This is an optimization exercise on Yosys and OpenROAD, whose aim is small area, not a production implementation.
The RTL was checked by simulation tests, not by an equivalence proof against the original design.

### flow/design.v
`timescale 1 ns/1 ns
module bBMU_213 (hd, Rx, c);
   output [1:0] hd;
   input  [1:0] Rx;
   input  [1:0] c;
   wire [1:0] x = Rx ^ c;
   assign hd = {x[1] & x[0], x[1] ^ x[0]};
endmodule
`timescale 1 ns/1 ns
module bACS_213 (ppm_out, Bx_out, ppm_a, hd_a, ppm_b, hd_b);
   output [3:0] ppm_out;
   output       Bx_out;
   input  [3:0] ppm_a;
   input  [1:0] hd_a;
   input  [3:0] ppm_b;
   input  [1:0] hd_b;
   function [3:0] satadd;
      input [3:0] p;
      input [1:0] h;
      reg   [3:0] c;     
      reg   [3:0] s;
      begin
         s[0] = p[0] ^ h[0];
         c[0] = p[0] & h[0];
         s[1] = p[1] ^ h[1] ^ c[0];
         c[1] = (p[1] & h[1]) | (p[1] & c[0]) | (h[1] & c[0]);
         s[2] = p[2] ^ c[1];
         c[2] = p[2] & c[1];
         s[3] = p[3] ^ c[2];
         c[3] = p[3] & c[2];
         satadd = s | {4{c[3]}};
      end
   endfunction
   function gt4;
      input [3:0] a;
      input [3:0] b;
      begin
         gt4 = (a[3] & ~b[3]) |
               (~(a[3] ^ b[3]) & ((a[2] & ~b[2]) |
               (~(a[2] ^ b[2]) & ((a[1] & ~b[1]) |
               (~(a[1] ^ b[1]) & (a[0] & ~b[0]))))));
      end
   endfunction
   wire [3:0] sa = satadd(ppm_a, hd_a);
   wire [3:0] sb = satadd(ppm_b, hd_b);
   assign Bx_out  = gt4(sa, sb);
   assign ppm_out = Bx_out ? sb : sa;
endmodule
`timescale 1 ns/1 ns
module bACSU_213 (m_out, d_out, m_in, Rx);
   output [31:0] m_out;    
   output [7:0]  d_out;    
   input  [31:0] m_in;
   input  [1:0]  Rx;
   localparam [15:0] CA = {2'b01,2'b10,2'b00,2'b11,2'b10,2'b01,2'b11,2'b00};
   localparam [15:0] CB = {2'b10,2'b01,2'b11,2'b00,2'b01,2'b10,2'b00,2'b11};
   genvar s;
   generate
      for (s = 0; s < 8; s = s + 1) begin : g
         wire [1:0] hda, hdb;
         bBMU_213 BA (.hd(hda), .Rx(Rx), .c(CA[2*s+1:2*s]));
         bBMU_213 BB (.hd(hdb), .Rx(Rx), .c(CB[2*s+1:2*s]));
         bACS_213 ACS (.ppm_out(m_out[4*s+3:4*s]), .Bx_out(d_out[s]),
                       .ppm_a(m_in[4*(s/2)+3:4*(s/2)]),   .hd_a(hda),
                       .ppm_b(m_in[4*(s/2)+19:4*(s/2)+16]), .hd_b(hdb));
      end
   endgenerate
endmodule
`timescale 1 ns/1 ns
module bTBDECISION_213 (best_state, m);
   output [2:0]  best_state;
   input  [31:0] m;       
   wire [7:0] m3, m2, m1, m0;
   genvar i;
   generate
      for (i = 0; i < 8; i = i + 1) begin : g
         assign m3[i] = m[4*i+3];
         assign m2[i] = m[4*i+2];
         assign m1[i] = m[4*i+1];
         assign m0[i] = m[4*i];
      end
   endgenerate
   wire       a3 = ~&m3;
   wire [7:0] c3 = ~(m3 & {8{a3}});
   wire       a2 = |(c3 & ~m2);
   wire [7:0] c2 = c3 & ~(m2 & {8{a2}});
   wire       a1 = |(c2 & ~m1);
   wire [7:0] c1 = c2 & ~(m1 & {8{a1}});
   wire       a0 = |(c1 & ~m0);
   wire [7:0] c  = c1 & ~(m0 & {8{a0}});
   assign best_state[2] = ~(c[0] | c[1] | c[2] | c[3]);
   assign best_state[1] = ~(c[0] | c[1]) & (c[2] | c[3] | ~(c[4] | c[5]));
   assign best_state[0] = ~c[0] & (c[1] | ~c[2] & (c[3] | ~c[4] & (c[5] | ~c[6])));
endmodule
`timescale 1 ns/1 ns
module bSYNCERR_213 (error);
   output error;
   assign error = 1'b0;
endmodule
`timescale 1 ns/1 ns
module bCONTROL_213 (Dx, oe, Rx, seq_ready, reset, clock);
   output Dx;
   output oe;
   input [1:0] Rx;
   input       seq_ready;
   input       reset;
   input       clock;
   localparam [2:0] IDLE = 3'd0, LOAD = 3'd1, ADD = 3'd2, WRITE = 3'd3,
                    TRACE = 3'd4;
   reg [2:0]  state;
   reg [3:0]  cnt;             
   reg [4:0]  symbol_count;
   reg        oe;
   reg [2:0]  tb_reg;
   reg [31:0] metric;
   reg [13:0] P [0:7];         
   wire [31:0] m_new;
   wire [7:0]  dec;
   wire [2:0]  min_state;
   bACSU_213 ACSU (.m_out(m_new), .d_out(dec), .m_in(metric), .Rx(Rx));
   bTBDECISION_213 TB (.best_state(min_state), .m(metric));
   assign Dx = tb_reg[0];
   wire stage = (state == ADD);
   integer i;
   always @(posedge clock)
     if (stage)
       for (i = 0; i < 8; i = i + 1)
         P[i] <= {dec[i], P[i][13:1]};
   always @(posedge clock or posedge reset)
     if (reset)
       metric <= 32'hFFFF_FFF0;
     else if (stage)
       metric <= m_new;
   wire [13:0] row = P[tb_reg];
   always @(posedge clock)
     if (stage)
       tb_reg <= min_state;
     else if (state == TRACE && cnt >= 2 && cnt <= 14)
       tb_reg <= {row[4'd14 - cnt], tb_reg[2:1]};
   always @(posedge clock or posedge reset)
     if (reset) begin
        state        <= IDLE;
        cnt          <= 0;
        symbol_count <= 0;
        oe           <= 0;
     end else begin
        oe <= 0;
        case (state)
          IDLE:  if (seq_ready) state <= LOAD;
          LOAD:  state <= ADD;
          ADD:   state <= WRITE;
          WRITE: if (symbol_count != 0 || cnt == 15-1) begin
                    cnt   <= 0;
                    state <= TRACE;
                 end else begin
                    cnt   <= cnt + 1'b1;
                    state <= LOAD;
                 end
          TRACE: begin
                    cnt <= cnt + 1'b1;
                    if (cnt == 4'd15) begin
                       if (symbol_count <= 15 + 3) begin
                          oe <= 1;
                          symbol_count <= symbol_count + 1'b1;
                          state <= LOAD;
                       end else if (symbol_count < 20 + 3) begin
                          oe <= 1;
                          symbol_count <= symbol_count + 1'b1;
                       end else
                          state <= IDLE;
                    end
                 end
          default: state <= IDLE;
        endcase
     end
endmodule
`timescale 1 ns/1 ns
module bVITERBI_213 (Dx,            
                     oe,            
                     sync_error,    
                     Rx,            
                     seq_ready,     
                     clock,
                     reset);
   output [1-1:0] Dx;
   output          oe;
   output          sync_error;
   input [2-1:0]  Rx;
   input           seq_ready;
   input           reset;
   input           clock;
   bCONTROL_213 U3 (.Dx(Dx), .oe(oe), .Rx(Rx), .seq_ready(seq_ready),
                    .reset(reset), .clock(clock));
   bSYNCERR_213 SE (.error(sync_error));
endmodule
### flow/constraint.sdc
create_clock -name core_clock -period 12.0 [get_ports {clock}]
set_input_delay 2.4000 -clock core_clock [delete_from_list [all_inputs] [get_ports {clock}]]
set_output_delay 2.4000 -clock core_clock [all_outputs]
set_load 0.01 [all_outputs]
### flow/config.mk
export PLATFORM = sky130hd
export DESIGN_NAME = bVITERBI_213
export DESIGN_NICKNAME = bVITERBI_213
export VERILOG_FILES = /design/flow/design.v
export SDC_FILE = /design/flow/constraint.sdc
export NUM_CORES = 4
export LEC_CHECK = 0
export ABC_AREA = 1
export CAP_MARGIN = 20
export CORE_MARGIN = 2
export CORE_UTILIZATION = 40
export SLEW_MARGIN = 20
### flow/run.sh
#!/bin/bash
# synth_recipe.tcl (not shown) runs the flow's synth.tcl, then flattens the netlist and writes it again
# the make line also repeats each setting of config.mk as NAME=value (left out here)
make -C /OpenROAD-flow-scripts/flow DESIGN_CONFIG=/design/flow/config.mk WORK_HOME=/design/flow/orfs CLKGATE_MAP_FILE= SYNTH_SCRIPT=/design/flow/synth_recipe.tcl finish
==> results of run 1 <==
[worst max-delay path by stage]
| stage | from | end | slack [ps] | cells after the start |
|---|---|---|---|---|
| after floorplan | Rx[0] | U3.metric[18] | 7000 | 15 |
| after global placement | Rx[0] | U3.metric[29] | 6050 | 19 |
| after detailed placement | Rx[0] | U3.metric[29] | 6020 | 19 |
| after CTS | Rx[0] | U3.metric[8] | 6460 | 17 |
| after global routing | Rx[0] | U3.metric[8] | 6100 | 17 |
| final | Rx[0] | U3.metric[8] | 6440 | 17 |
[per-stage QoR]
step	area (um^2)	setup WS (ps)
floorplan	8630	7000
global placement	9030	6050
detailed placement	9040	6020
CTS	9590	6460
global route	9590	6100
finish	9590	6440
[per-layer routing]
metal  up-vias  GRT usage [%]  part of all wire, %
li1       3002              -                    -
met1      2977           25.6                   48
met2       133           28.0                   46
met3        12           3.46                  4.3
met4         0           4.81                 0.94
met5         -              0                    0
[cells in the final DEF (no fill, tap or decap), types with 4 or more instances in the layout]
cell type and instances:
dfstp_2 28, o21ai_1 10, buf_4 7, o21ai_0 64, nand3_1 27, or2_2 9, clkbuf_16 17, a221oi_1 7
nand4_1 12, nor2_2 5, o211ai_1 9, xor2_1 5, edfxtp_1 115, a21oi_1 59, inv_6 6, fa_1 16
inv_1 102, dfrtp_1 17, nor2_1 42, nand2_4 4, ha_1 65, a22o_1 8, nand2_1 182, a22oi_1 19
clkdlybuf4s50_1 6, a31oi_1 12
[kinds of logic after synthesis]
logic type               after synthesis  share of synthesized area [%]
AO/OA/AOI/OAI                        195                           13.2
XOR/XNOR                               5                          0.507
adder cells (fa/ha/maj)               81                           13.1
buffers and inverters                123                           5.45
flip-flops                           160                           53.4
other                                  1                         0.0434
AND/OR/NAND/NOR                      289                           14.2
[cell type report]
type,count,area (um^2)
multi-input cells,571,3580
well taps,275,344
inverters,105,398
clock inverters,14,121
flip-flops and latches,160,4610
repair buffers,13,113
clock buffers,17,425
fillers,1991,11500
[worst register-to-register path: stages (launching register included)]
cell,delay (ps)
dfstp_2,670
nand2_1,130
nor2_1,190
nand2_4,130
nand2_1,120
nand2_1,80
nand2_1,110
nor2_2,70
nand2_4,140
nand2_1,90
nand3_1,110
nand2_1,90
nor2_2,130
nand2_4,110
nand2_1,90
nand3_1,100
nand2_1,80
nor2_1,60
nand2_4,90
nand2_1,60
nand3_1,100
and2_1,170
nand2_1,60
nand2_1,50
o21ai_1,50
==> impl_metrics.prom, run 1 <==
# TYPE chip_impl_metric gauge
chip_impl_info{name="crit_path_cell_trace",value="clkdlybuf4s50_1 > inv_1 > ha_1 > inv_1 > ha_1 > fa_1 > ha_1 > nand2_1 > nand2_1 > ha_1 > a31oi_1 > nor2_1 > nor2_1 > o21ai_1 > a21oi_1 > o21ai_0 > o21ai_0"} 1
chip_impl_metric{name="final_min_period_over_clock_period",unit="%"} 46.3
chip_impl_metric{name="hold_viol",unit=""} 0
chip_impl_metric{name="seq_area_frac_synth",unit="%"} 53.4
chip_impl_metric{name="routabilityCongestion",unit=""} 0.852
chip_impl_info{name="crit_family",value="adder cells"} 1
chip_impl_info{name="crit_type",value="input port to flop"} 1
chip_impl_metric{name="grt_overflow",unit=""} 0
chip_impl_metric{name="syn_area",unit="mm^2"} 0.00863
chip_impl_metric{name="global_route.usage.total",unit="%"} 17.9
chip_impl_metric{name="detailedPlacementHpwl",unit="mm"} 13.4
chip_impl_metric{name="routed_via_density",unit=""} 5.30
chip_impl_metric{name="synth.top_cell.area_share",unit="%"} 40.0
chip_impl_metric{name="worst-r2r-cell-count",unit=""} 24
chip_impl_info{name="yosysTopAreaCell",value="edfxtp_1"} 1
chip_impl_metric{name="cp_slowest_stage_delay",unit="ps"} 500
chip_impl_metric{name="drive_above_1_share",unit="%"} 10.3
chip_impl_metric{name="tritoncts.num_buffers",unit=""} 17
chip_impl_metric{name="placeableCoreArea",unit="mm^2"} 0.0211
chip_impl_info{name="hold_path_end",value="U3.P[3][7]"} 1
chip_impl_metric{name="clk_latency",unit="ps"} 430
chip_impl_metric{name="timing_worst_slew_pin_value",unit="ps"} 1020
chip_impl_metric{name="place.port_buffers",unit=""} 6
chip_impl_metric{name="cts.path.max_buffers",unit=""} 2
chip_impl_metric{name="maximum_number_of_pins_on_one_net_before_global_route_repair",unit=""} 83
chip_impl_metric{name="antenna_violations_before_repair",unit=""} 0
chip_impl_metric{name="fin_nets",unit=""} 954
chip_impl_info{name="timing.critical_path.to_type",value="flop"} 1
chip_impl_metric{name="regToRegSetupSlack",unit="ps"} 8640
chip_impl_info{name="r2r-start",value="U3.metric[27]"} 1
chip_impl_metric{name="clock_tree.htree_level_count",unit=""} 4
chip_impl_metric{name="wl",unit="mm"} 19.1
chip_impl_metric{name="number_of_flops_mapped_to_enable_cells_by_yosys",unit=""} 115
chip_impl_info{name="synth_flop_cell",value="edfxtp_1"} 1
chip_impl_metric{name="timing.setup.tns",unit="ps"} 0
chip_impl_info{name="post_synth_most_frequent_cells",value="nand2_1, edfxtp_1, inv_1, ha_1, o21ai_0"} 1
chip_impl_metric{name="maxSlewViolCount",unit=""} 0
chip_impl_info{name="cts_tree",value="built"} 1
chip_impl_metric{name="netlist_instances",unit=""} 854
chip_impl_metric{name="worstPathArrival",unit="ps"} 5880
chip_impl_metric{name="worst_hold_slack",unit="ps"} 444
chip_impl_metric{name="crit_buf_inv",unit=""} 3
chip_impl_metric{name="synthDistinctLibCells",unit=""} 36
chip_impl_info{name="yosysMostFrequentCell",value="nand2_1"} 1
chip_impl_metric{name="antenna_violating_nets_post_route",unit=""} 0
chip_impl_info{name="rsz0062_at_grt",value="false"} 1
chip_impl_metric{name="whs_path_depth",unit=""} 0
chip_impl_metric{name="initialDrtViolationCount",unit=""} 409
chip_impl_metric{name="post_cts.resized_instances",unit=""} 0
chip_impl_info{name="critPathLaunchType",value="input port"} 1
chip_impl_metric{name="wl_per_cell",unit="um"} 16.6
chip_impl_info{name="holdCritPathClass",value="flop to flop"} 1
chip_impl_metric{name="clk_transition_reported_paths",unit="ps"} 70
chip_impl_metric{name="layoutNonFillerInstCount",unit=""} 1155
chip_impl_metric{name="syn_to_final_growth",unit="%"} 11.1
chip_impl_metric{name="first_global_vias",unit=""} 5961
chip_impl_metric{name="n_antenna_cell",unit=""} 0
chip_impl_info{name="ys_top_cells_by_area",value="edfxtp_1, ha_1, dfstp_2, nand2_1, dfrtp_1"} 1
chip_impl_info{name="status",value="no timing/DRC/antenna violations"} 1
chip_impl_info{name="reg_top3",value="U3.P: 112 flops, U3.metric: 32 flops, U3.symbol_count: 5 flops"} 1
chip_impl_metric{name="worstPathRequired",unit="ps"} 12320
chip_impl_metric{name="design.die.area",unit="mm^2"} 0.0228
chip_impl_metric{name="finalCoreUtilization",unit="%"} 45.5
chip_impl_info{name="min_from",value="U3.P[3][8]"} 1
chip_impl_info{name="root_buffer",value="clkbuf_16"} 1
chip_impl_metric{name="finalSetupViolCount",unit=""} 0
chip_impl_metric{name="numClockSinks",unit=""} 160
chip_impl_metric{name="max_cap_viol_count",unit=""} 0
chip_impl_info{name="crit_path_top_delay_cell",value="clkdlybuf4s50_1"} 1
chip_impl_metric{name="ios",unit=""} 8
chip_impl_metric{name="die_w",unit="um"} 151
chip_impl_info{name="path_common_cell",value="ha_1"} 1
chip_impl_metric{name="grt_first_pass_wirelength",unit="mm"} 31.1
chip_impl_metric{name="dpl.cell_count",unit=""} 1124
chip_impl_metric{name="drc_errors",unit=""} 0
chip_impl_metric{name="largest_register_ff_count",unit=""} 112
chip_impl_metric{name="post-cts-setup-buffers",unit=""} 0
chip_impl_metric{name="fp.dieH",unit="um"} 151
chip_impl_metric{name="synth-async-reset-ratio",unit="%"} 28.1
chip_impl_metric{name="syn_avg_cell_area",unit="um^2"} 10.1
chip_impl_info{name="biggest_register",value="U3.P"} 1
chip_impl_metric{name="timing.clock.skew",unit="ps"} 7.23
chip_impl_metric{name="cts_hold_buf",unit=""} 0
chip_impl_metric{name="critical_path_peak_fanout",unit=""} 7
chip_impl_metric{name="initial_core_util",unit="%"} 40.9
chip_impl_metric{name="maxClockFrequency",unit="GHz"} 0.180
chip_impl_metric{name="drt_first_pass_iters",unit=""} 5
chip_impl_metric{name="slew_headroom",unit="%"} 32.1
chip_impl_metric{name="synth-warning-count",unit=""} 3
chip_impl_metric{name="core_rows",unit=""} 53
chip_impl_metric{name="post_synthesis_net_count",unit=""} 940
chip_impl_metric{name="final_period_minus_worst_setup_slack",unit="ps"} 5560
chip_impl_metric{name="postSynthRegisterBits",unit=""} 160
chip_impl_info{name="worst_r2r_endpoint",value="U3.tb_reg[1]"} 1
chip_impl_metric{name="via_count",unit=""} 6124
==> inputs of run 2 (changes only) <==
--- a/flow/config.mk
+++ b/flow/config.mk
@@ -8,5 +8,5 @@
 export ABC_AREA = 1
 export CAP_MARGIN = 20
 export CORE_MARGIN = 2
-export CORE_UTILIZATION = 40
+export CORE_UTILIZATION = 70
 export SLEW_MARGIN = 20
==> impl_metrics.prom, run 2 <==
# TYPE chip_impl_metric gauge
chip_impl_metric{name="synth.top_cell.area_share",unit="%"} 40.0
chip_impl_metric{name="cts.path.max_buffers",unit=""} 2
chip_impl_metric{name="grt_first_pass_wirelength",unit="mm"} 31.2
chip_impl_info{name="endpoint",value="U3.metric[30]"} 1
chip_impl_metric{name="routabilityCongestion",unit=""} 0.916
chip_impl_metric{name="wl_per_cell",unit="um"} 19.3
chip_impl_metric{name="first_global_vias",unit=""} 6322
chip_impl_metric{name="synth-warning-count",unit=""} 3
chip_impl_metric{name="post_synthesis_net_count",unit=""} 940
chip_impl_metric{name="largest_register_ff_count",unit=""} 112
chip_impl_metric{name="antenna_violating_nets_post_route",unit=""} 0
chip_impl_metric{name="placeableCoreArea",unit="mm^2"} 0.0120
chip_impl_metric{name="drc_errors",unit=""} 0
chip_impl_info{name="crit_family",value="adder cells"} 1
chip_impl_metric{name="wl",unit="mm"} 19.8
chip_impl_info{name="worst_r2r_endpoint",value="U3.tb_reg[0]"} 1
chip_impl_info{name="holdCritPathClass",value="flop to flop"} 1
chip_impl_metric{name="timing.clock.skew",unit="ps"} 9.31
chip_impl_metric{name="syn_avg_cell_area",unit="um^2"} 10.1
chip_impl_info{name="most-common-layout-cells",value="nand2_1, edfxtp_1, inv_1"} 1
chip_impl_metric{name="numClockSinks",unit=""} 160
chip_impl_metric{name="worstPathArrival",unit="ps"} 6090
chip_impl_metric{name="initial_core_util",unit="%"} 71.9
chip_impl_info{name="synth_flop_cell",value="edfxtp_1"} 1
chip_impl_metric{name="routed_via_density",unit=""} 6.24
chip_impl_metric{name="cp_slowest_stage_delay",unit="ps"} 510
chip_impl_metric{name="maxSlewViolCount",unit=""} 0
chip_impl_metric{name="tritoncts.num_buffers",unit=""} 17
chip_impl_info{name="rsz0062_at_grt",value="false"} 1
chip_impl_info{name="status",value="no timing/DRC/antenna violations"} 1
chip_impl_metric{name="number_of_flops_mapped_to_enable_cells_by_yosys",unit=""} 115
chip_impl_info{name="timing.critical_path.to_type",value="flop"} 1
chip_impl_metric{name="fp.dieH",unit="um"} 115
chip_impl_metric{name="post_cts.resized_instances",unit=""} 0
chip_impl_info{name="cts_tree",value="built"} 1
chip_impl_metric{name="drive_above_1_share",unit="%"} 9.52
chip_impl_info{name="crit_path_top_delay_cell",value="clkdlybuf4s50_1"} 1
chip_impl_metric{name="cts_hold_buf",unit=""} 0
chip_impl_metric{name="fill_cells",unit=""} 766
chip_impl_metric{name="syn_to_final_growth",unit="%"} 9.48
chip_impl_metric{name="detailedPlacementHpwl",unit="mm"} 13.6
chip_impl_info{name="reg_top3",value="U3.P: 112 flops, U3.metric: 32 flops, U3.symbol_count: 5 flops"} 1
chip_impl_metric{name="drt_first_pass_iters",unit=""} 5
chip_impl_info{name="crit_type",value="input port to flop"} 1
chip_impl_metric{name="maximum_number_of_pins_on_one_net_before_global_route_repair",unit=""} 84
chip_impl_metric{name="die_w",unit="um"} 115
chip_impl_info{name="r2r-start",value="U3.metric[27]"} 1
chip_impl_metric{name="clock_tree.htree_level_count",unit=""} 4
chip_impl_info{name="yosysMostFrequentCell",value="nand2_1"} 1
chip_impl_metric{name="timing.setup.tns",unit="ps"} 0
chip_impl_metric{name="worst-r2r-cell-count",unit=""} 27
chip_impl_metric{name="slew_headroom",unit="%"} 33.2
chip_impl_metric{name="clk_transition_reported_paths",unit="ps"} 60
chip_impl_metric{name="global_route.usage.total",unit="%"} 31.6
chip_impl_metric{name="regToRegSetupSlack",unit="ps"} 8430
chip_impl_metric{name="initialDrtViolationCount",unit=""} 676
chip_impl_metric{name="final_period_minus_worst_setup_slack",unit="ps"} 5750
chip_impl_metric{name="crit_buf_inv",unit=""} 3
chip_impl_metric{name="grt_overflow",unit=""} 0
chip_impl_info{name="path_common_cell",value="ha_1"} 1
chip_impl_metric{name="syn_area",unit="mm^2"} 0.00863
chip_impl_metric{name="antenna_violations_before_repair",unit=""} 0
chip_impl_info{name="biggest_register",value="U3.P"} 1
chip_impl_metric{name="n_antenna_cell",unit=""} 0
chip_impl_metric{name="via_count",unit=""} 6419
chip_impl_info{name="final_common_cell",value="nand2_1"} 1
chip_impl_metric{name="clk_latency",unit="ps"} 430
chip_impl_metric{name="design.die.area",unit="mm^2"} 0.0132
chip_impl_metric{name="crit_cells",unit=""} 16
chip_impl_metric{name="hold_viol",unit=""} 0
chip_impl_metric{name="postSynthRegisterBits",unit=""} 160
chip_impl_info{name="yosysTopAreaCell",value="edfxtp_1"} 1
chip_impl_info{name="post_synth_most_frequent_cells",value="nand2_1, edfxtp_1, inv_1, ha_1, o21ai_0"} 1
chip_impl_metric{name="critical_path_peak_fanout",unit=""} 7
chip_impl_metric{name="place.port_buffers",unit=""} 6
chip_impl_metric{name="netlist_instances",unit=""} 854
chip_impl_info{name="ys_top_cells_by_area",value="edfxtp_1, ha_1, dfstp_2, nand2_1, dfrtp_1"} 1
chip_impl_metric{name="worstPathRequired",unit="ps"} 12350
chip_impl_metric{name="synthDistinctLibCells",unit=""} 36
chip_impl_metric{name="seq_area_frac_synth",unit="%"} 53.4
chip_impl_metric{name="dpl.cell_count",unit=""} 997
chip_impl_metric{name="synth-async-reset-ratio",unit="%"} 28.1
chip_impl_info{name="root_buffer",value="clkbuf_16"} 1
chip_impl_info{name="crit_path_cell_trace",value="clkdlybuf4s50_1 > inv_1 > ha_1 > inv_1 > ha_1 > fa_1 > ha_1 > a21oi_1 > ha_1 > a31oi_1 > nor2_1 > nor2_1 > o21ai_1 > a21oi_1 > o21ai_0 > o21ai_0"} 1
chip_impl_metric{name="maxClockFrequency",unit="GHz"} 0.174
chip_impl_metric{name="finalSetupViolCount",unit=""} 0
chip_impl_metric{name="core_rows",unit=""} 40
chip_impl_metric{name="timing_worst_slew_pin_value",unit="ps"} 994
chip_impl_metric{name="ios",unit=""} 8
chip_impl_info{name="critPathLaunchType",value="input port"} 1
chip_impl_metric{name="post-cts-setup-buffers",unit=""} 0
chip_impl_metric{name="layoutNonFillerInstCount",unit=""} 1029
chip_impl_metric{name="fin_nets",unit=""} 955
chip_impl_metric{name="final_min_period_over_clock_period",unit="%"} 47.9
chip_impl_metric{name="max_cap_viol_count",unit=""} 0
chip_impl_info{name="timing.critical_path.from",value="Rx[0]"} 1
chip_impl_metric{name="worst_hold_slack",unit="ps"} 445
## run 2: stage by stage
step                      area (um^2)  utilization, %  setup slack, ps
after global routing             9450            78.7             6110
after floorplan                  8630               -             7000
after global placement           8860            73.8             6100
after CTS                        9450            78.7             6330
final                            9450            78.7             6250
after detailed placement         8860            73.8             5980
## run 2: kinds of logic (layout without fill, tap and decap cells)
group,Yosys count,count (layout),synth area share (%)
compound gates,195,195,13.2
xor+xnor,5,5,0.507
fa+ha+maj,81,81,13.1
buf+inv,123,151,5.45
flops,160,160,53.4
other cells,1,1,0.0434
simple gates,289,289,14.2
## run 2: cell type report
type	instances	area, um^2	share of cell area (%)
clock buffer	25	485	5.14
clock inverter	7	103	1.09
inverter	105	397	4.20
multi-input combinational	571	3550	37.6
sequential	160	4610	48.8
tap	147	184	1.95
timing repair buffer	14	120	1.27
## run 2: metal layers
metal / up-vias / routed length [um] / GRT usage [%]
li1: 3000 / - / -
met3: 54 / 1160 / 6.59
met1: 3085 / 7700 / 37.1
met2: 280 / 10300 / 56.6
met5: - / 0 / 0
met4: 0 / 646 / 13.0
## run 2: worst min path at each step
| stage | start | end | slack (ps) | cells after the start |
|---|---|---|---|---|
| floorplan | U3.P[0][12] | U3.P[0][11] | 420 | 0 |
| finish | U3.P[2][10] | U3.P[2][9] | 440 | 0 |
| detailed placement | U3.P[5][7] | U3.P[5][6] | 430 | 0 |
| global route | U3.P[2][10] | U3.P[2][9] | 460 | 0 |
| CTS | U3.P[2][10] | U3.P[2][9] | 450 | 0 |
| global placement | U3.P[7][10] | U3.P[7][9] | 430 | 0 |
==> inputs of run 3 (changes only) <==
--- a/flow/design.v
+++ b/flow/design.v
@@ -47,22 +47,23 @@
    assign ppm_out = Bx_out ? sb : sa;
 endmodule
 `timescale 1 ns/1 ns
-module bACSU_213 (m_out, d_out, m_in, Rx);
-   output [31:0] m_out;    
-   output [7:0]  d_out;    
-   input  [31:0] m_in;
+module bACSU_213 (m_out, d_out, up, lo, Rx);
+   output [15:0] m_out;    
+   output [3:0]  d_out;    
+   input  [7:0]  up;       
+   input  [7:0]  lo;       
    input  [1:0]  Rx;
-   localparam [15:0] CA = {2'b01,2'b10,2'b00,2'b11,2'b10,2'b01,2'b11,2'b00};
-   localparam [15:0] CB = {2'b10,2'b01,2'b11,2'b00,2'b01,2'b10,2'b00,2'b11};
+   localparam [7:0] CA = {2'b10,2'b01,2'b11,2'b00};
+   localparam [7:0] CB = {2'b01,2'b10,2'b00,2'b11};
    genvar s;
    generate
-      for (s = 0; s < 8; s = s + 1) begin : g
+      for (s = 0; s < 4; s = s + 1) begin : g
          wire [1:0] hda, hdb;
          bBMU_213 BA (.hd(hda), .Rx(Rx), .c(CA[2*s+1:2*s]));
          bBMU_213 BB (.hd(hdb), .Rx(Rx), .c(CB[2*s+1:2*s]));
          bACS_213 ACS (.ppm_out(m_out[4*s+3:4*s]), .Bx_out(d_out[s]),
-                       .ppm_a(m_in[4*(s/2)+3:4*(s/2)]),   .hd_a(hda),
-                       .ppm_b(m_in[4*(s/2)+19:4*(s/2)+16]), .hd_b(hdb));
+                       .ppm_a(up[4*(s/2)+3:4*(s/2)]), .hd_a(hda),
+                       .ppm_b(lo[4*(s/2)+3:4*(s/2)]), .hd_b(hdb));
       end
    endgenerate
 endmodule
@@ -113,30 +114,52 @@
    reg        oe;
    reg [2:0]  tb_reg;
    reg [31:0] metric;
-   reg [13:0] P [0:7];         
-   wire [31:0] m_new;
-   wire [7:0]  dec;
+   reg [15:0] P [0:7];         
+   wire [15:0] m_new;
+   wire [3:0]  dec;
    wire [2:0]  min_state;
-   bACSU_213 ACSU (.m_out(m_new), .d_out(dec), .m_in(metric), .Rx(Rx));
+   reg  [7:0]  m_old;          
+   reg  [1:0]  Rx_q;           
+   wire        half = (state == WRITE);
+   wire [7:0]  up   = half ? m_old : metric[7:0];
+   wire [7:0]  lo   = half ? metric[31:24] : metric[23:16];
+   bACSU_213 ACSU (.m_out(m_new), .d_out(dec), .up(up), .lo(lo),
+                   .Rx(half ? ~Rx_q : Rx));
    bTBDECISION_213 TB (.best_state(min_state), .m(metric));
-   assign Dx = tb_reg[0];
+   assign Dx = oe & tb_reg[0];
    wire stage = (state == ADD);
+   always @(posedge clock) begin
+      m_old <= metric[15:8];
+      Rx_q  <= Rx;
+   end
    integer i;
-   always @(posedge clock)
-     if (stage)
-       for (i = 0; i < 8; i = i + 1)
-         P[i] <= {dec[i], P[i][13:1]};
+   always @(posedge clock) begin
+      for (i = 0; i < 4; i = i + 1)
+        P[i] <= {stage ? dec[i] : P[i][0], P[i][15:1]};
+      for (i = 0; i < 4; i = i + 1)
+        P[i+4] <= {P[i+4][0], half ? dec[i] : P[i+4][15], P[i+4][14:1]};
+   end
    always @(posedge clock or posedge reset)
      if (reset)
        metric <= 32'hFFFF_FFF0;
-     else if (stage)
-       metric <= m_new;
-   wire [13:0] row = P[tb_reg];
+     else begin
+        if (stage) metric[15:0]  <= m_new;
+        if (half)  metric[31:16] <= m_new;
+     end
+   wire [15:0] row = P[tb_reg];
+   reg         tbit;
+   always @(*)
+     case (cnt[1:0])
+       2'd0: tbit = row[1];
+       2'd1: tbit = row[13];
+       2'd2: tbit = row[9];
+       default: tbit = row[5];
+     endcase
    always @(posedge clock)
      if (stage)
        tb_reg <= min_state;
      else if (state == TRACE && cnt >= 2 && cnt <= 14)
-       tb_reg <= {row[4'd14 - cnt], tb_reg[2:1]};
+       tb_reg <= {tbit, tb_reg[2:1]};
    always @(posedge clock or posedge reset)
      if (reset) begin
         state        <= IDLE;
--- a/flow/config.mk
+++ b/flow/config.mk
@@ -8,5 +8,5 @@
 export ABC_AREA = 1
 export CAP_MARGIN = 20
 export CORE_MARGIN = 2
-export CORE_UTILIZATION = 70
+export CORE_UTILIZATION = 50
 export SLEW_MARGIN = 20
==> impl_metrics.prom, run 3 <==
# TYPE chip_impl_metric gauge
chip_impl_info{name="most-common-layout-cells",value="nand2_1, dfxtp_1, inv_1"} 1
chip_impl_metric{name="number_of_flops_mapped_to_enable_cells_by_yosys",unit=""} 3
chip_impl_metric{name="dpl.cell_count",unit=""} 935
chip_impl_metric{name="synth-async-reset-ratio",unit="%"} 24.2
chip_impl_metric{name="synth_compound_gate_area_share",unit="%"} 8.84
chip_impl_info{name="main_combinational_cell_family_by_area_after_synthesis",value="simple AND/OR/NAND/NOR gates"} 1
chip_impl_metric{name="design.die.area",unit="mm^2"} 0.0149
chip_impl_metric{name="drc_errors",unit=""} 0
chip_impl_metric{name="place.port_buffers",unit=""} 6
chip_impl_metric{name="routed_via_density",unit=""} 4.95
chip_impl_metric{name="ios",unit=""} 8
chip_impl_info{name="synth_flop_cell",value="dfxtp_1"} 1
chip_impl_metric{name="fill_cells",unit=""} 1244
chip_impl_info{name="holdCritPathClass",value="flop to flop"} 1
chip_impl_metric{name="initialDrtViolationCount",unit=""} 323
chip_impl_metric{name="clock_tree.htree_level_count",unit=""} 4
chip_impl_info{name="reg_top3",value="U3.P: 128 flops, U3.metric: 32 flops, U3.m_old: 8 flops"} 1
chip_impl_metric{name="routed-wl-met3",unit="um"} 579
chip_impl_metric{name="routabilityCongestion",unit=""} 0.835
chip_impl_metric{name="largest_register_ff_count",unit=""} 128
chip_impl_info{name="critPathLaunchType",value="input port"} 1
chip_impl_metric{name="antenna_violations_before_repair",unit=""} 0
chip_impl_metric{name="timing.setup.tns",unit="ps"} 0
chip_impl_metric{name="synth-warning-count",unit=""} 3
chip_impl_info{name="yosysTopAreaCell",value="dfxtp_1"} 1
chip_impl_info{name="dr.max_layer_used",value="met4"} 1
chip_impl_metric{name="post_cts.resized_instances",unit=""} 0
chip_impl_metric{name="ff_latch_area",unit="mm^2"} 0.00401
chip_impl_metric{name="netlist_instances",unit=""} 757
chip_impl_metric{name="drive_above_1_share",unit="%"} 10.3
chip_impl_metric{name="maximum_number_of_pins_on_one_net_before_global_route_repair",unit=""} 46
chip_impl_metric{name="max_cap_viol_count",unit=""} 0
chip_impl_metric{name="synth.top_cell.area_share",unit="%"} 39.5
chip_impl_metric{name="cts_hold_buf",unit=""} 0
chip_impl_metric{name="wl_per_cell",unit="um"} 14.7
chip_impl_metric{name="final_min_period_over_clock_period",unit="%"} 50.1
chip_impl_info{name="post_synth_most_frequent_cells",value="nand2_1, dfxtp_1, inv_1, o21ai_0, nor2_1"} 1
chip_impl_metric{name="n_antenna_cell",unit=""} 0
chip_impl_metric{name="finalSetupViolCount",unit=""} 0
chip_impl_metric{name="core_rows",unit=""} 43
chip_impl_info{name="biggest_register",value="U3.P"} 1
chip_impl_metric{name="post_synthesis_net_count",unit=""} 809
chip_impl_metric{name="timing.clock.skew",unit="ps"} 7.86
chip_impl_metric{name="initial_core_util",unit="%"} 50.8
chip_impl_metric{name="tritoncts.num_buffers",unit=""} 17
chip_impl_info{name="yosysMostFrequentCell",value="nand2_1"} 1
chip_impl_metric{name="global_route.usage.total",unit="%"} 21.0
chip_impl_metric{name="route.layer.met1.wl",unit="mm"} 6.72
chip_impl_metric{name="clk_transition_reported_paths",unit="ps"} 70
chip_impl_metric{name="numClockSinks",unit=""} 186
chip_impl_metric{name="timing_worst_slew_pin_value",unit="ps"} 1020
chip_impl_metric{name="wl",unit="mm"} 14.3
chip_impl_info{name="root_buffer",value="clkbuf_16"} 1
chip_impl_metric{name="multi_input_comb_area",unit="mm^2"} 0.00253
chip_impl_metric{name="fin_nets",unit=""} 826
chip_impl_metric{name="muxShareOfSynthArea",unit="%"} 0.286
chip_impl_metric{name="worst_hold_slack",unit="ps"} 322
chip_impl_info{name="ys_top_cells_by_area",value="dfxtp_1, dfstp_2, nand2_1, ha_1, dfrtp_1"} 1
chip_impl_metric{name="maxClockFrequency",unit="GHz"} 0.166
chip_impl_metric{name="antenna_violating_nets_post_route",unit=""} 0
chip_impl_metric{name="fp.dieH",unit="um"} 122
chip_impl_metric{name="die_w",unit="um"} 122
chip_impl_metric{name="final_period_minus_worst_setup_slack",unit="ps"} 6010
chip_impl_info{name="rsz0062_at_grt",value="false"} 1
chip_impl_info{name="timing.critical_path.to_type",value="flop"} 1
chip_impl_metric{name="met2WireLength",unit="mm"} 6.54
chip_impl_metric{name="clk_latency",unit="ps"} 430
chip_impl_metric{name="worstPathRequired",unit="ps"} 12350
chip_impl_metric{name="seq_area_frac_synth",unit="%"} 57.4
chip_impl_metric{name="first_global_vias",unit=""} 4754
chip_impl_metric{name="via_count",unit=""} 4784
chip_impl_metric{name="syn_to_final_growth",unit="%"} 12.6
chip_impl_metric{name="slew_headroom",unit="%"} 32.1
chip_impl_metric{name="layoutNonFillerInstCount",unit=""} 967
chip_impl_metric{name="hold_viol",unit=""} 0
chip_impl_metric{name="cts.path.max_buffers",unit=""} 2
chip_impl_metric{name="yosys.area_share.xor_xnor",unit="%"} 0.501
chip_impl_metric{name="finalCoreUtilization",unit="%"} 57.2
chip_impl_info{name="crit_type",value="input port to flop"} 1
chip_impl_metric{name="maxSlewViolCount",unit=""} 0
chip_impl_info{name="cts_tree",value="built"} 1
chip_impl_metric{name="grt_first_pass_wirelength",unit="mm"} 23.8
chip_impl_metric{name="placeableCoreArea",unit="mm^2"} 0.0138
chip_impl_metric{name="syn_avg_cell_area",unit="um^2"} 9.24
chip_impl_metric{name="synthDistinctLibCells",unit=""} 39
chip_impl_info{name="final_common_cell",value="nand2_1"} 1
chip_impl_info{name="status",value="no timing/DRC/antenna violations"} 1
chip_impl_metric{name="syn_area",unit="mm^2"} 0.00699
chip_impl_metric{name="detailedPlacementHpwl",unit="mm"} 10.2
chip_impl_metric{name="drt_first_pass_iters",unit=""} 5
chip_impl_metric{name="grt_overflow",unit=""} 0
chip_impl_metric{name="synth-adder-area-share",unit="%"} 9.27
chip_impl_metric{name="postSynthRegisterBits",unit=""} 186
chip_impl_metric{name="synth_simple_gate_area_share",unit="%"} 17.3
chip_impl_metric{name="critical_path_peak_fanout",unit=""} 8
chip_impl_metric{name="post-cts-setup-buffers",unit=""} 0
chip_impl_metric{name="worstPathArrival",unit="ps"} 6370
[run 3: routing by layer]
metal  global-route usage, %  vias to the layer above
li1                        -                     2422
met1                    27.7                     2215
met2                    33.2                      110
met3                    4.69                       37
met4                    9.27                        0
met5                       0                        -
[run 3: path summary, 6_finish.rpt]
kind,startpoint,end,slack (ps),cells after the start
hold reg to reg,U3.P[7][0],U3.P[7][15],320,0
hold / removal,U3.P[7][0],U3.P[7][15],320,0
setup / recovery,Rx[0],U3.metric[24],5990,20
max in group asynchronous,reset,U3.metric[3],8840,2
setup reg to reg,U3.state[1],U3.metric[24],7330,22
min in group asynchronous,reset,U3.symbol_count[2],2510,2
[run 3: logic make-up (layout without fill, tap and decap cells)]
kind of cell             count (synthesis)  after routing
other                                    1              1
flip-flops                             186            186
AO/OA/AOI/OAI                          107            107
AND/OR/NAND/NOR                        292            292
XOR/XNOR                                 4              4
buffers and inverters                  118            148
multiplexers                             2              2
adder cells (fa/ha/maj)                 47             47
[run 3: cell type report]
class | instances | area share, %
multi-input cells | 453 | 32.2
flip-flops and latches | 186 | 51.0
clock buffers | 20 | 5.93
well taps | 180 | 2.86
clock inverters | 12 | 1.94
inverters | 107 | 5.10
repair buffers | 9 | 1.05
[run 3: worst max-delay path, cell delays in order]
cell             delay [ps]
clkdlybuf4s50_1         470
nand2_1                  50
o21ai_0                 160
ha_1                    340
inv_1                   130
ha_1                    160
inv_1                    70
fa_1                    360
inv_1                    60
ha_1                    150
inv_1                    40
nor2_1                  190
nor2_1                   80
ha_1                    280
a31oi_1                  90
nor2_1                   90
nor2_1                   50
o21bai_1                640
o21ai_0                 290
o21ai_0                 240
[run 3: metrics by stage]
| stage | setup WS, ps | area [um^2] |
|---|---|---|
| 6_report | 5990 | 7880 |
| 5_1_grt | 5640 | 7880 |
| 3_5_place_dp | 5650 | 7260 |
| 2_1_floorplan | 6900 | 6990 |
| 4_1_cts | 6100 | 7880 |
| 3_3_place_gp | 5750 | 7260 |
==> inputs of run 4 (changes only) <==
--- a/flow/config.mk
+++ b/flow/config.mk
@@ -9,4 +9,5 @@
 export CAP_MARGIN = 20
 export CORE_MARGIN = 2
 export CORE_UTILIZATION = 50
+export CTS_BUF_LIST = sky130_fd_sc_hd__clkbuf_8
 export SLEW_MARGIN = 20
==> impl_metrics.prom, run 4 <==
# TYPE chip_impl_metric gauge
chip_impl_metric{name="antenna_violating_nets_post_route",unit=""} 0
chip_impl_metric{name="synth.top_cell.area_share",unit="%"} 39.5
chip_impl_metric{name="detailedPlacementHpwl",unit="mm"} 10.2
chip_impl_metric{name="maxClockFrequency",unit="GHz"} 0.169
chip_impl_info{name="critPathLaunchType",value="input port"} 1
chip_impl_info{name="final_common_cell",value="nand2_1"} 1
chip_impl_info{name="crit_path_top_delay_cell",value="o21bai_1"} 1
chip_impl_info{name="rsz0062_at_grt",value="false"} 1
chip_impl_metric{name="worst_hold_slack",unit="ps"} 328
chip_impl_metric{name="worstPathRequired",unit="ps"} 12370
chip_impl_metric{name="ios",unit=""} 8
chip_impl_metric{name="synth-warning-count",unit=""} 3
chip_impl_metric{name="grt_first_pass_wirelength",unit="mm"} 23.6
chip_impl_info{name="crit_family",value="adder cells"} 1
chip_impl_metric{name="initial_core_util",unit="%"} 50.8
chip_impl_metric{name="fp.dieH",unit="um"} 122
chip_impl_metric{name="dpl.cell_count",unit=""} 935
chip_impl_metric{name="synthDistinctLibCells",unit=""} 39
chip_impl_metric{name="largest_register_ff_count",unit=""} 128
chip_impl_metric{name="cts.path.max_buffers",unit=""} 2
chip_impl_metric{name="post_cts.resized_instances",unit=""} 0
chip_impl_metric{name="worstPathArrival",unit="ps"} 6280
chip_impl_info{name="cts_tree",value="built"} 1
chip_impl_metric{name="fin_nets",unit=""} 826
chip_impl_info{name="synth_flop_cell",value="dfxtp_1"} 1
chip_impl_metric{name="post_synthesis_net_count",unit=""} 809
chip_impl_metric{name="antenna_violations_before_repair",unit=""} 0
chip_impl_metric{name="syn_area",unit="mm^2"} 0.00699
chip_impl_info{name="root_buffer",value="clkbuf_8"} 1
chip_impl_info{name="post_synth_most_frequent_cells",value="nand2_1, dfxtp_1, inv_1, o21ai_0, nor2_1"} 1
chip_impl_info{name="holdCritPathClass",value="flop to flop"} 1
chip_impl_metric{name="cts_hold_buf",unit=""} 0
chip_impl_metric{name="clock_tree.htree_level_count",unit=""} 4
chip_impl_metric{name="crit_buf_inv",unit=""} 5
chip_impl_metric{name="wl_per_cell",unit="um"} 14.6
chip_impl_metric{name="core_rows",unit=""} 43
chip_impl_metric{name="grt_overflow",unit=""} 0
chip_impl_metric{name="cp_slowest_stage_delay",unit="ps"} 610
chip_impl_metric{name="timing.clock.skew",unit="ps"} 9.55
chip_impl_metric{name="finalSetupViolCount",unit=""} 0
chip_impl_metric{name="timing_worst_slew_pin_value",unit="ps"} 1000
chip_impl_info{name="reg_top3",value="U3.P: 128 flops, U3.metric: 32 flops, U3.m_old: 8 flops"} 1
chip_impl_metric{name="seq_area_frac_synth",unit="%"} 57.4
chip_impl_info{name="status",value="no timing/DRC/antenna violations"} 1
chip_impl_info{name="crit_type",value="input port to flop"} 1
chip_impl_metric{name="drc_errors",unit=""} 0
chip_impl_info{name="yosysMostFrequentCell",value="nand2_1"} 1
chip_impl_metric{name="postSynthRegisterBits",unit=""} 186
chip_impl_metric{name="final_period_minus_worst_setup_slack",unit="ps"} 5920
chip_impl_info{name="yosysTopAreaCell",value="dfxtp_1"} 1
chip_impl_metric{name="final_min_period_over_clock_period",unit="%"} 49.3
chip_impl_info{name="most-common-layout-cells",value="nand2_1, dfxtp_1, inv_1"} 1
chip_impl_metric{name="placeableCoreArea",unit="mm^2"} 0.0138
chip_impl_metric{name="numClockSinks",unit=""} 186
chip_impl_metric{name="first_global_vias",unit=""} 4745
chip_impl_metric{name="maximum_number_of_pins_on_one_net_before_global_route_repair",unit=""} 46
chip_impl_metric{name="global_route.usage.total",unit="%"} 20.8
chip_impl_metric{name="initialDrtViolationCount",unit=""} 323
chip_impl_metric{name="timing.setup.tns",unit="ps"} 0
chip_impl_metric{name="layoutNonFillerInstCount",unit=""} 967
chip_impl_metric{name="clk_latency",unit="ps"} 460
chip_impl_info{name="crit_path_cell_trace",value="clkdlybuf4s50_1 > nand2_1 > o21ai_0 > ha_1 > inv_1 > ha_1 > inv_1 > fa_1 > inv_1 > ha_1 > inv_1 > nor2_1 > nor2_1 > ha_1 > a31oi_1 > nor2_1 > nor2_1 > o21bai_1 > nand2_1 > o21ai_0 > o21ai_0"} 1
chip_impl_metric{name="design.die.area",unit="mm^2"} 0.0149
chip_impl_metric{name="hold_viol",unit=""} 0
chip_impl_metric{name="maxSlewViolCount",unit=""} 0
chip_impl_metric{name="drive_above_1_share",unit="%"} 10.3
chip_impl_info{name="biggest_register",value="U3.P"} 1
chip_impl_metric{name="post-cts-setup-buffers",unit=""} 0
chip_impl_metric{name="clk_transition_reported_paths",unit="ps"} 90
chip_impl_metric{name="slew_headroom",unit="%"} 33.1
chip_impl_metric{name="synth-async-reset-ratio",unit="%"} 24.2
chip_impl_metric{name="syn_to_final_growth",unit="%"} 9.88
chip_impl_info{name="ys_top_cells_by_area",value="dfxtp_1, dfstp_2, nand2_1, ha_1, dfrtp_1"} 1
chip_impl_metric{name="number_of_flops_mapped_to_enable_cells_by_yosys",unit=""} 3
chip_impl_metric{name="drt_first_pass_iters",unit=""} 5
chip_impl_metric{name="netlist_instances",unit=""} 757
chip_impl_metric{name="routed_via_density",unit=""} 4.91
chip_impl_metric{name="tritoncts.num_buffers",unit=""} 17
chip_impl_metric{name="place.port_buffers",unit=""} 6
chip_impl_metric{name="die_w",unit="um"} 122
chip_impl_metric{name="via_count",unit=""} 4747
chip_impl_metric{name="syn_avg_cell_area",unit="um^2"} 9.24
chip_impl_metric{name="wl",unit="mm"} 14.1
chip_impl_info{name="timing.critical_path.to_type",value="flop"} 1
chip_impl_metric{name="max_cap_viol_count",unit=""} 0
chip_impl_metric{name="critical_path_peak_fanout",unit=""} 8
chip_impl_metric{name="routabilityCongestion",unit=""} 0.835
chip_impl_metric{name="n_antenna_cell",unit=""} 0
run 4: path summary, 6_finish.rpt:
check | slack (ps) | startpoint | endpoint | depth (start not counted)
setup / recovery | 6080 | Rx[0] | U3.metric[8] | 21
hold / removal | 330 | U3.P[7][0] | U3.P[7][15] | 0
setup reg to reg | 7410 | U3.state[1] | U3.metric[8] | 23
hold reg to reg | 330 | U3.P[7][0] | U3.P[7][15] | 0
min in group asynchronous | 2480 | reset | U3.symbol_count[2] | 2
max in group asynchronous | 8890 | reset | U3.metric[3] | 2
run 4: kinds of logic (layout without fill, tap and decap cells):
kind of cell             after synthesis  in the layout  share of synthesized area, %
AO/OA/AOI/OAI                        107            107                          8.84
flip-flops                           186            186                          57.4
multiplexers                           2              2                         0.286
XOR/XNOR                               4              4                         0.501
AND/OR/NAND/NOR                      292            292                          17.3
buffers and inverters                118            148                          6.39
other                                  1              1                        0.0536
adder cells (fa/ha/maj)               47             47                          9.27
run 4: through the flow:
stage | cell area (um^2) | worst slack [ps] | util [%]
floorplan | 6990 | 6900 | -
CTS | 7680 | 6150 | 55.8
detailed placement | 7260 | 5650 | 52.7
global placement | 7260 | 5750 | 52.7
finish | 7680 | 6080 | 55.8
global route | 7680 | 5680 | 55.8
run 4: layer usage:
| layer | wire (um) | track usage, % | vias up | part of all wire [%] |
|---|---|---|---|---|
| li1 | - | - | 2424 | - |
| met1 | 6730 | 27.7 | 2208 | 48 |
| met2 | 6490 | 33.1 | 94 | 46 |
| met3 | 536 | 4.83 | 21 | 3.8 |
| met4 | 337 | 7.97 | 0 | 2.4 |
| met5 | 0 | 0 | - | 0 |
run 4: cell type report:
type | count | area, um^2
repair buffers | 9 | 82.6
clock inverters | 12 | 153
multi-input cells | 453 | 2530
well taps | 180 | 225
inverters | 107 | 402
clock buffers | 20 | 275
flip-flops and latches | 186 | 4010
fillers | 1260 | 6090
==> inputs of run 5 (changes only) <==
--- a/flow/design.v
+++ b/flow/design.v
@@ -113,25 +113,35 @@
    reg [4:0]  symbol_count;
    reg        oe;
    reg [2:0]  tb_reg;
-   reg [31:0] metric;
+   reg [3:0]  XA, XB, YA, YB, O1, O2, O3, O4;    
    reg [15:0] P [0:7];         
    wire [15:0] m_new;
    wire [3:0]  dec;
    wire [2:0]  min_state;
-   reg  [7:0]  m_old;          
    reg  [1:0]  Rx_q;           
-   wire        half = (state == WRITE);
-   wire [7:0]  up   = half ? m_old : metric[7:0];
-   wire [7:0]  lo   = half ? metric[31:24] : metric[23:16];
-   bACSU_213 ACSU (.m_out(m_new), .d_out(dec), .up(up), .lo(lo),
+   wire        stage = (state == ADD);      
+   wire        half  = (state == WRITE);    
+   bACSU_213 ACSU (.m_out(m_new), .d_out(dec), .up({XB, XA}), .lo({YB, YA}),
                    .Rx(half ? ~Rx_q : Rx));
-   bTBDECISION_213 TB (.best_state(min_state), .m(metric));
+   bTBDECISION_213 TB (.best_state(min_state),
+                       .m({O4, O3, YB, YA, O2, O1, XB, XA}));
    assign Dx = oe & tb_reg[0];
-   wire stage = (state == ADD);
-   always @(posedge clock) begin
-      m_old <= metric[15:8];
-      Rx_q  <= Rx;
-   end
+   always @(posedge clock)
+      Rx_q <= Rx;
+   always @(posedge clock or posedge reset)
+     if (reset) begin
+        XA <= 4'd0;  XB <= 4'd15; O1 <= 4'd15; O2 <= 4'd15;
+        YA <= 4'd15; YB <= 4'd15; O3 <= 4'd15; O4 <= 4'd15;
+     end else if (stage || half) begin
+        XA <= O1;
+        XB <= O2;
+        YA <= stage ? O3 : m_new[3:0];
+        YB <= stage ? O4 : m_new[7:4];
+        O1 <= stage ? m_new[3:0] : O3;
+        O2 <= stage ? m_new[7:4] : O4;
+        O3 <= m_new[11:8];
+        O4 <= m_new[15:12];
+     end
    integer i;
    always @(posedge clock) begin
       for (i = 0; i < 4; i = i + 1)
@@ -139,13 +149,6 @@
       for (i = 0; i < 4; i = i + 1)
         P[i+4] <= {P[i+4][0], half ? dec[i] : P[i+4][15], P[i+4][14:1]};
    end
-   always @(posedge clock or posedge reset)
-     if (reset)
-       metric <= 32'hFFFF_FFF0;
-     else begin
-        if (stage) metric[15:0]  <= m_new;
-        if (half)  metric[31:16] <= m_new;
-     end
    wire [15:0] row = P[tb_reg];
    reg         tbit;
    always @(*)
==> impl_metrics.prom, run 5 <==
# TYPE chip_impl_metric gauge
chip_impl_info{name="status",value="no timing/DRC/antenna violations"} 1
chip_impl_metric{name="fill_cells",unit=""} 1153
chip_impl_metric{name="syn_area",unit="mm^2"} 0.00671
chip_impl_metric{name="ios",unit=""} 8
chip_impl_info{name="holdCritPathClass",value="flop to flop"} 1
chip_impl_info{name="synth_flop_cell",value="dfxtp_1"} 1
chip_impl_metric{name="grt_util_met2",unit="%"} 33.1
chip_impl_info{name="most-common-layout-cells",value="nand2_1, dfxtp_1, inv_1"} 1
chip_impl_metric{name="place.port_buffers",unit=""} 6
chip_impl_metric{name="worstPathArrival",unit="ps"} 6300
chip_impl_metric{name="routabilityCongestion",unit=""} 0.896
chip_impl_metric{name="largest_register_ff_count",unit=""} 128
chip_impl_metric{name="first_global_vias",unit=""} 4569
chip_impl_metric{name="antenna_violating_nets_post_route",unit=""} 0
chip_impl_metric{name="synthDistinctLibCells",unit=""} 42
chip_impl_metric{name="maximum_number_of_pins_on_one_net_before_global_route_repair",unit=""} 46
chip_impl_info{name="path_common_cell",value="ha_1"} 1
chip_impl_metric{name="postSynthRegisterBits",unit=""} 178
chip_impl_metric{name="syn_avg_cell_area",unit="um^2"} 9.65
chip_impl_metric{name="synth.top_cell.area_share",unit="%"} 38.8
chip_impl_metric{name="timing_worst_slew_pin_value",unit="ps"} 953
chip_impl_metric{name="numClockSinks",unit=""} 178
chip_impl_metric{name="design.die.area",unit="mm^2"} 0.0144
chip_impl_info{name="crit_type",value="flop to flop"} 1
chip_impl_metric{name="slew_headroom",unit="%"} 36.4
chip_impl_metric{name="post-cts-setup-buffers",unit=""} 0
chip_impl_info{name="yosysMostFrequentCell",value="nand2_1"} 1
chip_impl_metric{name="n_antenna_cell",unit=""} 0
chip_impl_metric{name="initial_core_util",unit="%"} 50.9
chip_impl_info{name="critPathLaunchType",value="flop"} 1
chip_impl_metric{name="number_of_flops_mapped_to_enable_cells_by_yosys",unit=""} 3
chip_impl_info{name="crit_path_top_delay_cell",value="clkinv_1"} 1
chip_impl_info{name="cts_tree",value="built"} 1
chip_impl_info{name="final_common_cell",value="nand2_1"} 1
chip_impl_metric{name="post_cts.resized_instances",unit=""} 0
chip_impl_info{name="rsz0062_at_grt",value="false"} 1
chip_impl_metric{name="cp_slowest_stage_delay",unit="ps"} 980
chip_impl_info{name="yosysTopAreaCell",value="dfxtp_1"} 1
chip_impl_metric{name="layoutNonFillerInstCount",unit=""} 898
chip_impl_metric{name="wl",unit="mm"} 13.9
chip_impl_metric{name="final_period_minus_worst_setup_slack",unit="ps"} 5910
chip_impl_info{name="post_synth_most_frequent_cells",value="nand2_1, dfxtp_1, inv_1, ha_1, nor2_1"} 1
chip_impl_metric{name="fin_nets",unit=""} 761
chip_impl_metric{name="core_rows",unit=""} 42
chip_impl_metric{name="maxSlewViolCount",unit=""} 0
chip_impl_metric{name="global_route.usage.total",unit="%"} 21.3
chip_impl_metric{name="clock_tree.htree_level_count",unit=""} 4
chip_impl_metric{name="cts_hold_buf",unit=""} 0
chip_impl_info{name="biggest_register",value="U3.P"} 1
chip_impl_metric{name="detailedPlacementHpwl",unit="mm"} 9.79
chip_impl_metric{name="via_count",unit=""} 4605
chip_impl_metric{name="fp.dieH",unit="um"} 120
chip_impl_metric{name="timing.setup.tns",unit="ps"} 0
chip_impl_metric{name="post_synthesis_net_count",unit=""} 747
chip_impl_metric{name="seq_area_frac_synth",unit="%"} 57.5
chip_impl_metric{name="wl_per_cell",unit="um"} 15.4
chip_impl_info{name="reg_top3",value="U3.P: 128 flops, U3.symbol_count: 5 flops"} 1
chip_impl_info{name="root_buffer",value="clkbuf_8"} 1
chip_impl_metric{name="routed_via_density",unit=""} 5.13
chip_impl_metric{name="clk_transition_reported_paths",unit="ps"} 90
chip_impl_metric{name="placeableCoreArea",unit="mm^2"} 0.0132
chip_impl_info{name="grt.busiest_layer",value="met2"} 1
chip_impl_metric{name="syn_to_final_growth",unit="%"} 9.66
chip_impl_metric{name="synth-warning-count",unit=""} 3
chip_impl_metric{name="critical_path_peak_fanout",unit=""} 26
chip_impl_metric{name="netlist_instances",unit=""} 695
chip_impl_metric{name="max_cap_viol_count",unit=""} 0
chip_impl_metric{name="maxClockFrequency",unit="GHz"} 0.169
chip_impl_info{name="timing.critical_path.to_type",value="flop"} 1
chip_impl_metric{name="clk_latency",unit="ps"} 460
chip_impl_metric{name="die_w",unit="um"} 120
chip_impl_metric{name="hold_viol",unit=""} 0
chip_impl_metric{name="final_min_period_over_clock_period",unit="%"} 49.3
chip_impl_info{name="ys_top_cells_by_area",value="dfxtp_1, dfstp_2, nand2_1, ha_1, dfrtp_1"} 1
chip_impl_metric{name="initialDrtViolationCount",unit=""} 367
chip_impl_info{name="crit_path_cell_trace",value="nand2_1 > nor2_1 > clkinv_1 > o21ai_0 > ha_1 > inv_1 > ha_1 > fa_1 > ha_1 > nand2_1 > inv_1 > or2_2 > ha_1 > a31oi_1 > nor2_1 > nor2_1 > o21bai_1 > nand2_1 > o211ai_1 > o21ai_0"} 1
chip_impl_metric{name="dpl.cell_count",unit=""} 866
chip_impl_metric{name="drive_above_1_share",unit="%"} 11.1
chip_impl_metric{name="finalSetupViolCount",unit=""} 0
chip_impl_metric{name="grt_overflow",unit=""} 0
chip_impl_metric{name="worstPathRequired",unit="ps"} 12390
chip_impl_metric{name="grt_first_pass_wirelength",unit="mm"} 23.0
chip_impl_metric{name="drc_errors",unit=""} 0
chip_impl_metric{name="met1_track_utilization_from_global_routing",unit="%"} 28.5
chip_impl_metric{name="cts.path.max_buffers",unit=""} 2
chip_impl_metric{name="timing.clock.skew",unit="ps"} 9.66
chip_impl_metric{name="tritoncts.num_buffers",unit=""} 17
chip_impl_metric{name="antenna_violations_before_repair",unit=""} 0
chip_impl_metric{name="drt_first_pass_iters",unit=""} 5
chip_impl_metric{name="synth-async-reset-ratio",unit="%"} 25.3
chip_impl_metric{name="met3_usage",unit="%"} 5.75
-- run 5: final cells by class --
class,instances,area [um^2],share of cell area [%]
Sequential cell,178,3850,52.4
Multi-Input combinational cell,423,2490,33.8
Inverter,82,308,4.18
Clock buffer,17,234,3.18
Tap cell,176,220,2.99
Clock inverter,15,185,2.52
Timing Repair Buffer,7,67.6,0.919
-- run 5: logic make-up after synthesis --
group	after synthesis	synth area share, %
AND/OR/NAND/NOR	267	16.9
flip-flops	178	57.5
AO/OA/AOI/OAI	104	9.96
buffers and inverters	94	5.47
adder cells (fa/ha/maj)	47	9.66
XOR/XNOR	4	0.522
other	1	0.0559
-- run 5: path summary, 6_finish.rpt --
path                                  start           to  slack (ps)  cells after the start
min in group asynchronous             reset  U3.state[1]        2460                      2
max in group asynchronous             reset     U3.XA[2]        8940                      2
worst min register to register   U3.P[5][4]   U3.P[5][3]         330                      0
worst min-delay path             U3.P[5][4]   U3.P[5][3]         330                      0
worst max-delay path            U3.state[1]     U3.O3[2]        6090                     20
worst max register to register  U3.state[1]     U3.O3[2]        6090                     20
-- run 5: stage by stage --
step	setup WS [ps]	util, %	hold WS (ps)	area, um^2
2_1_floorplan	6750	-	310	6710
3_3_place_gp	5850	52.6	310	6940
3_5_place_dp	5740	52.6	312	6940
4_1_cts	6250	55.8	330	7360
5_1_grt	5700	55.8	330	7360
6_report	6090	55.8	329	7360
-- run 5: worst max-delay path, delay by kind of cell, from the launching register on --
family                     cells  cell delay, ps
AOI/OAI and AO/OA              5            1520
and+or+nand+nor                7            1410
adders and majority gates      5            1380
buffers and inverters          3            1150
DFF                            1             390
-- run 5: per-layer routing --
metal	vias up	share of wire (%)
met2	127	46
met4	0	2.2
li1	2289	-
met5	-	0
met1	2157	47
met3	32	5.7

## static timing again, ports no longer ideal
How much do the figures lean on ideal ports? The routed layouts below were timed once more, with nothing changed but the port constraints.
Step 1 sets driving cells, clkbuf_16 on the clock port and buf_2 on the other inputs (assumed; they add their load-dependent delay and slew).
Step 2 times the ports against the registers' clock, not the clock port: input delays grow and output delays shrink by t, the midpoint of the rising clock arrivals with the driver on.
a / b / c = ideal / step 1 / step 2; a / b = the first two.
| run | t (ns) | slack for setup (ns) | hold slack, ns | worst setup path at the end | worst data-port slew with drivers (ns) |
|---|---|---|---|---|---|
| run 1 | 0.466 | 6.444 / 6.466 / 6.000 | 0.444 / 0.444 / 0.444 | input to register | 0.03 |
| run 2 | 0.472 | 6.255 / 6.274 / 5.803 | 0.445 / 0.445 / 0.445 | input to register | 0.03 |
| run 3 | 0.464 | 5.987 / 6.000 / 5.536 | 0.322 / 0.322 / 0.322 | input to register | 0.04 |
| run 4 | 0.489 | 6.084 / 6.097 / 5.607 | 0.328 / 0.328 / 0.328 | input to register | 0.04 |
| run 5 | 0.497 | 6.089 / 6.089 / 5.632 | 0.329 / 0.329 / 0.329 | input to register | 0.03 |
After both steps every run listed still meets setup and hold. The setup slack of run 4, which loses most, moves by +0.013 ns with the drivers and by -0.477 ns with both steps.
